This design comes from an exercise in tuning for small area on the open sky130 flow, not from production work. Only simulation tests tie the RTL to the original design; equivalence was not proved. Power is estimated from default activity; no workload was simulated.

## flow/design.v (module list and top-level ports; edited modules follow where they fit)
// module goStickMan: 856 lines
module goStickMan(clk, resetn, go, up, down, plot, x, y, colour, HEX2, HEX1, HEX0);
  // ...
==> flow/flow/run.sh <==
#!/bin/bash
# Own layout flow: the standard ORFS flow (standard.sh) with synthesis and buffering choices:
#  - flow/own.mk is added to the ORFS config: it keeps the half/full adder cells out
#    (DONT_USE_CELLS), so Yosys's adder extraction leaves that logic to ABC; it buffers the
#    ports, and the wires Yosys would leave as assignments, with the smallest buffer cell;
#    and it builds the clock tree from clkbuf_8 cells without dummy loads;
#  - ABC maps with flow/abc_area.script from several random seeds, run in parallel, and the
#    smallest result is kept (flow/own_synth.tcl).
# Registers, floorplan, power grid, placement, clock tree and routing come from the standard
# flow's steps.
set -euo pipefail
here=$(pwd)
cat config.mk flow/own.mk > own_config.mk
sed "s#source \$::env(SCRIPTS_DIR)/synth.tcl#source $here/flow/own_synth.tcl#" synth_recipe.tcl > own_synth_top.tcl
sed -e "s#DESIGN_CONFIG=[^ ]*#DESIGN_CONFIG=$here/own_config.mk#" \
    -e "s#SYNTH_SCRIPT=[^ ]*#SYNTH_SCRIPT=$here/own_synth_top.tcl#" standard.sh > own_standard.sh
export OWN_ABC_SCRIPT=$here/flow/abc_area.script
export OWN_ABC_DIR=$here/abc_runs
export OWN_ABC_SEEDS="1 2 3 4 5 6 7 8 9 10 11 12 13 14 15 16"
bash own_standard.sh > flow_make.log 2>&1
==> flow/flow/abc_area.script <==
strash
&get -n
&fraig -x
&put
scorr
dc2
strash
&get -n
&deepsyn -J 100 -T 1800 -S @SEED@
&put
strash
&get -n
&dch -f
&nf -a -R 1000 -C 32 -F 8 -A 8 -p
&put
strash
&get -n
&dch -f
&nf -a -R 1000 -C 32 -F 8 -A 8 -p
&put
topo
stime -c
==> flow/flow/own.mk <==
export DONT_USE_CELLS += sky130_fd_sc_hd__ha_1 sky130_fd_sc_hd__fa_1
export BUFFER_PORTS_ARGS = -buffer_cell sky130_fd_sc_hd__buf_1
override export MIN_BUF_CELL_AND_PORTS = sky130_fd_sc_hd__buf_1 A X
export CTS_ARGS = -sink_clustering_enable -repair_clock_nets -buf_list sky130_fd_sc_hd__clkbuf_8 -dont_use_dummy_load
==> flow/flow/own_synth.tcl <==
# ORFS's synth.tcl, read and run unchanged except its ABC call: own_abc runs ABC
# on the same input from several random seeds at once (flow/abc_area.script with
# @SEED@ replaced), and keeps the smallest mapped result.
proc own_abc {abc_args} {
  set dir $::env(OWN_ABC_DIR)
  file mkdir $dir
  set rest [lrange $abc_args 2 end]
  # ABC's read_lib / read_constr lines, as Yosys's abc pass writes them
  set readlib "read_lib"
  set lib ""
  set constr ""
  for {set i 0} {$i < [llength $rest]} {incr i} {
    set a [lindex $rest $i]
    if {$a eq "-dont_use"} { incr i; append readlib " -X \"[lindex $rest $i]\"" }
    if {$a eq "-liberty"} { incr i; set lib [lindex $rest $i] }
    if {$a eq "-constr"} { incr i; set constr [lindex $rest $i] }
  }
  append readlib " -w \"$lib\""
  # 1. write ABC's input network
  design -save own_pre
  set f [open $dir/capture.script w]
  puts $f "write_blif $dir/in.blif"
  puts $f "strash"
  puts $f "map"
  close $f
  abc -script $dir/capture.script {*}$rest
  design -load own_pre
  # 2. the seeds, in parallel
  set tf [open $::env(OWN_ABC_SCRIPT)]
  set template [read $tf]
  close $tf
  if {[info exists ::env(YOSYS_EXE)]} {
    set abcbin [file join [file dirname [file normalize $::env(YOSYS_EXE)]] yosys-abc]
  } else {
    set abcbin [auto_execok yosys-abc]
  }
  set sh [open $dir/run_all.sh w]
  foreach s $::env(OWN_ABC_SEEDS) {
    set f [open $dir/seed_$s.script w]
    puts $f [string map [list @SEED@ $s] $template]
    close $f
    set f [open $dir/run_$s.abc w]
    puts $f "read_blif $dir/in.blif"
    puts $f $readlib
    if {$constr ne ""} { puts $f "read_constr -v \"$constr\"" }
    puts $f "source $dir/seed_$s.script"
    puts $f "write_blif $dir/out_$s.blif"
    puts $f "print_stats"
    close $f
    puts $sh "$abcbin -f $dir/run_$s.abc > $dir/log_$s.txt 2>&1"
  }
  close $sh
  set jobs 8
  if {[info exists ::env(NUM_CORES)]} { set jobs $::env(NUM_CORES) }
  set sh [open $dir/run_par.sh w]
  puts $sh "xargs -P $jobs -I CMD bash -c CMD < $dir/run_all.sh"
  close $sh
  exec bash $dir/run_par.sh
  # 3. the smallest
  set best ""
  set best_area 1e30
  foreach s $::env(OWN_ABC_SEEDS) {
    if {![file exists $dir/out_$s.blif]} continue
    set f [open $dir/log_$s.txt]
    set txt [read $f]
    close $f
    if {[regexp {area =\s*([0-9.]+)} [lindex [regexp -all -inline {area =\s*[0-9.]+} $txt] end] -> area]} {
      puts "own_abc: seed $s area $area"
      if {$area < $best_area} { set best_area $area; set best $s }
    }
  }
  if {$best eq ""} { error "own_abc: no ABC run finished" }
  puts "own_abc: keeping seed $best (area $best_area)"
  # 4. take it in through Yosys's abc pass
  set f [open $dir/take.script w]
  puts $f "read_blif $dir/out_$best.blif"
  close $f
  abc -script $dir/take.script {*}$rest
}
set own_f [open $::env(SCRIPTS_DIR)/synth.tcl]
set own_txt [read $own_f]
close $own_f
set own_old {log_cmd abc {*}$abc_args}
if { [string first $own_old $own_txt] < 0 } { error "own_synth.tcl: ABC call not found in synth.tcl" }
set own_txt [string map [list $own_old {own_abc $abc_args}] $own_txt]
eval $own_txt
==> flow/standard.sh <==
#!/bin/bash
# synth_recipe.tcl (not shown) runs the flow's synth.tcl, then flattens the netlist and writes it again
# the make line also repeats each setting of config.mk as NAME=value (left out here)
make -C /OpenROAD-flow-scripts/flow DESIGN_CONFIG=/design/flow/config.mk WORK_HOME=/design/flow/orfs CLKGATE_MAP_FILE= SYNTH_SCRIPT=/design/flow/synth_recipe.tcl "${@:-finish}"
==> flow/config.mk <==
export PLATFORM = sky130hd
export DESIGN_NAME = goStickMan
export DESIGN_NICKNAME = goStickMan
export VERILOG_FILES = /design/flow/design.v
export SDC_FILE = /design/flow/constraint.sdc
export NUM_CORES = 8
export LEC_CHECK = 0
export ABC_AREA = 1
export CAP_MARGIN = 20
export CORE_MARGIN = 2
export CORE_UTILIZATION = 30
export CTS_BUF_LIST = sky130_fd_sc_hd__clkbuf_8
export GPL_TIMING_DRIVEN = 0
export SLEW_MARGIN = 20
==> flow/constraint.sdc <==
create_clock -name core_clock -period 20.0 [get_ports {clk}]
set_input_delay 4.0000 -clock core_clock [delete_from_list [all_inputs] [get_ports {clk}]]
set_output_delay 4.0000 -clock core_clock [all_outputs]
set_load 0.01 [all_outputs]
==> impl_metrics.toml, run 1 <==
[place]
port_buffers = 44
dp.cells = 1243
dp_hpwl_um = 19300

[finish]
reg.largest.list = "score (12), xr (8), yr (7)"
seq_area_mm2 = 0.00107
fin_cells = 1248
nFlopsAndLatches = 52
buffers_excl_clock = 48
multi_input_area_mm2 = 0.00471
layout.nets = 990
fillers = 2208
fin_area_mm2 = 0.00643

[synthesis]
synth_top_area_share = 0.171
synth_compound_gate_area_share = 0.350
synth-simple-area-share = 0.395
syn_area_mm2 = 0.00585
ys_ff_latch = 52
synth_top_family_by_area = "simple AND/OR/NAND/NOR gates"

[worst_setup_path]
critPathMaxFanout = 17
cpMostUsedCell = "nand2_1"
worstSetupStartpointType = "flop"
worstPathArrival_ns = 10.09

[global_routing]
grt_max_degree = 39
antenna_found_initial = 0

[timing]
rsz0062_at_grt = "no"
tightest_slew_ns = 1.07

[routing]
topRoutingLayerUsed = "met4"
drt-initial-drc-count = 1129

[clocking]
root_buffer = "clkbuf_8"
cts-resized-gates = 0
cts.sinks = 52
cts_hold_buffers = 0

[power_and_ir_drop]
p_seq_uw = 233
p_leak_uw = 0.00224
pwr_density_cell_mw_per_mm2 = 173

[floorplanning]
nWellTaps = 265
num_rows = 51
die_w_um = 144

[status]
status = "timing/DRC/antenna clean"
==> run 2, diff against run 1 <==
--- a/flow/flow/run.sh
+++ b/flow/flow/run.sh
@@ -16,5 +16,5 @@
     -e "s#SYNTH_SCRIPT=[^ ]*#SYNTH_SCRIPT=$here/own_synth_top.tcl#" standard.sh > own_standard.sh
 export OWN_ABC_SCRIPT=$here/flow/abc_area.script
 export OWN_ABC_DIR=$here/abc_runs
-export OWN_ABC_SEEDS="1 2 3 4 5 6 7 8 9 10 11 12 13 14 15 16"
+export OWN_ABC_SEEDS="1 2 3 4 5 6 7 8 9 10 11 12 13 14 15 16 17 18 19 20 21 22 23 24 25 26 27 28 29 30 31 32 33 34 35 36 37 38 39 40 41 42 43 44 45 46 47 48"
 bash own_standard.sh > flow_make.log 2>&1
==> impl_metrics.toml, run 2 <==
[status]
status = "timing/DRC/antenna clean"

[worst_setup_path]
timing.rr.start = "xr[3]"
cpPeakStageDelay_ns = 1.09
r2r_cells = 37
critPathMaxFanout = 25
cp-end-kind = "flop"
worstPathArrival_ns = 10.34
crit_required_ns = 20.19
rr_endpoint = "xr[7]"
cpMostUsedCell = "nor2_1"
cp_slowest_cell = "dfxtp_1"
path_class = "reg2reg"
worstSetupStartpointType = "flop"
reg2reg_slack_ns = 9.84

[floorplanning]
num_io_pins = 45
die_area_mm2 = 0.0205
initial_core_util = 0.308
core_mm2 = 0.0189
die_w_um = 143
num_rows = 50
die_y_um = 143

[place]
dp_hpwl_um = 18500
place.gp.congestion = 1.02
dp_slack_ns = 10.37
port_buffers = 44

[synthesis]
yosysSeqAreaShare = 0.182
syn_area_mm2 = 0.00582
synth_top_family_by_area = "simple AND/OR/NAND/NOR gates"
ys_top_cells_by_count = "154 x nor2_1, 124 x nand2_1, 93 x a21oi_1, 84 x o21ai_0, 50 x dfxtp_1"
ys_ff_latch = 52
yosys_warnings = 1
ys_top_cells_by_area = "dfxtp_1 17%, nor2_1 9.9%, a21oi_1 8.0%, nand2_1 8.0%, o21ai_0 7.2%"
syn_nets = 939
synth-simple-area-share = 0.391
synth_most_common_cell = "nor2_1"
synth_cell_type_count = 60
synth_compound_gate_area_share = 0.355
yosys-mux-area-fraction = 0.0142
synth_edf_count = 2
synth_adder_area_share = 0
syn_inst = 934
ys.flop_type = "dfxtp_1"
async_flop_share = 0
yosysTopAreaCell = "dfxtp_1"
avgSynthCellArea_um2 = 6.23
synth_top_area_share = 0.172
synth_xor_area_frac = 0.0391

[clocking]
clk_latency_ns = 0.34
root_buffer = "clkbuf_8"
cts_setup_buffers = 0
clk_pin_slew_ns = 0.10
h-tree-depth = 2
cts.sinks = 52
cts-resized-gates = 0
clockBufferDepth = 2
cts_made_buffers = 5
cts_tree = "yes"
cts_hold_buffers = 0

[timing]
period_share = 0.508
tightest_slew_ns = 1.16
setup_viol = 0
drv_slew = 0
layout_setup_ws_ns = 9.84
period_minus_slack_ns = 10.16
tns_ns = 0
skew_ns = 0.0117
fmax_mhz = 98.5
hold_violations = 0
maxSlewHeadroom = 0.228
rsz0062_at_grt = "no"
hold_slack_ns = 0.455

[finish]
reg.largest.list = "score (12), xr (8), yr (7)"
final_common_cell = "nor2_1"
largest_register = "score"
area_delta_synth_final_pct = 10.0
num_antenna_cells = 0
post-route-util = 0.339
fillers = 2130
multi_input_area_mm2 = 0.00466
layout.nets = 991
layout-drive-gt1-share = 0.0122
layout_common_cells = "153 x nor2_1, 124 x nand2_1, 93 x a21oi_1, 83 x o21ai_0"
largest_reg_flops = 12
seq_area_mm2 = 0.00106

[routing]
drc = 0
drt_wl_total_um = 25300
routedWlPerCell_um = 20.3
ant_nets = 0
viasPerCell = 6.34
vias = 7884
dr.pass1.iters = 5
drt-initial-drc-count = 1079

[power_and_ir_drop]
pwr_density_cell_mw_per_mm2 = 183
clockPowerShare = 0.052
p_seq_frac = 0.205
internal_power_uw = 440
p_comb_frac = 0.744
irDropWorstVdd_mv = 0.0655
swShare = 0.625
p_sw_uw = 734
p_leak_uw = 0.00217

[global_routing]
track_usage = 0.240
gr-total-overflow = 0
grt_pass1_wl_um = 38800
grt_pass1_vias = 7002
grt_max_degree = 38
antenna_found_initial = 0

[hold_path]
min_to = "lfsr[2]"
hold_depth = 1
min_from = "lfsr[1]"
hold_path.class = "reg2reg"

[run]
maxCapViolations = 0
-- run 2: changes by cell type in the layout (fill, tap and decap cells not counted), sizes merged, moves of 8 or more --
cell / previous run / this run
a21oi: 78 / 93
nor2: 142 / 154
nand2: 134 / 124
clkinv: 17 / 26
o21ai: 105 / 84
a31oi: 13 / 21
-- run 2: layer usage --
layer / GRT usage / up-vias / share of wire
li1: - / 3606 / -
met1: 0.335 / 3555 / 0.41
met2: 0.358 / 607 / 0.42
met3: 0.0506 / 116 / 0.12
met4: 0.104 / 0 / 0.048
met5: 0 / - / 0
-- run 2: cell type report --
class                           instances  area share
Timing Repair Buffer                   45      0.0275
Inverter                               26      0.0152
Tap cell                              260      0.0508
Buffer                                  3     0.00176
Clock buffer                            5      0.0107
Multi-Input combinational cell        853       0.728
Sequential cell                        52       0.166
-- run 2: how the worst max path moves through the flow --
| stage | from | end | slack [ns] | cells after the start |
|---|---|---|---|---|
| global placement | xr[0] | xr[7] | 9.80 | 37 |
| finish | xr[3] | xr[7] | 9.84 | 37 |
| global route | xr[3] | xr[7] | 9.08 | 36 |
| floorplan | xr[0] | xr[7] | 12.73 | 37 |
| CTS | xr[3] | xr[7] | 10.31 | 37 |
| detailed placement | xr[3] | xr[7] | 10.37 | 37 |
-- run 2: metrics by stage --
stage,power (µW),instances,area [µm²]
2_1_floorplan,792,934,5820
3_3_place_gp,1070,1238,6310
3_5_place_dp,1060,1239,6340
4_1_cts,1120,1244,6400
5_1_grt,1240,1244,6400
6_report,1170,1244,6400
-- run 2: logic make-up (layout without fill, tap and decap cells) --
family	after synthesis	count (layout)
DFF	52	52
muxes	7	7
buffers and inverters	29	79
AOI/OAI and AO/OA	331	331
xor gates and xnor gates	26	26
and+or+nand+nor	489	489
-- run 2: critical path: cells and delay by family (launching register included) --
| kind | cells | cell delay [ns] |
|---|---|---|
| and+or+nand+nor | 20 | 4.79 |
| AOI/OAI and AO/OA | 13 | 2.98 |
| DFF | 1 | 1.09 |
| buffers and inverters | 2 | 0.78 |
| muxes | 2 | 0.31 |
-- run 2: power groups by stage --
stage                     logic [µW]  clock network, µW  registers (µW)
after floorplan                  601                  0             191
final                            873               60.5             240
after detailed placement         826                  0             233
after global routing             931               64.6             243
after global placement           831                  0             235
after CTS                        829               60.7             231

what the ideal ports hide:
In the flow no input, the clock included, has a driving cell. The finished layouts below were timed again as built, in two steps. Step 1 (the two cells are an assumption about what drives the block):
set clk [get_ports {clk}]
set_driving_cell -lib_cell sky130_fd_sc_hd__clkbuf_16 $clk
set_driving_cell -lib_cell sky130_fd_sc_hd__buf_2 [delete_from_list [all_inputs] $clk]
Step 2 moves the port delays by t, midway between the first and last clock arrival at a register: inputs arrive t later, outputs are due t later. That takes back most of the time a late clock gives input paths. a / b / c = no drivers / after step 1 / after step 2; a / b = the first two.
| run | shift t [ns] | slack for setup (ns) | clock arrival spread, ns | slew at the worst register clock pin (ns) | worst data-port slew with drivers (ns) |
|---|---|---|---|---|---|
| run 1 | 0.337 | 10.112 / 10.112 / 10.112 | 0.016 / 0.017 | 0.10 / 0.10 | 0.03 |
| run 2 | 0.363 | 9.845 / 9.845 / 9.845 | 0.012 / 0.012 | 0.10 / 0.10 | 0.03 |
After both steps setup and hold are still met in every run listed.
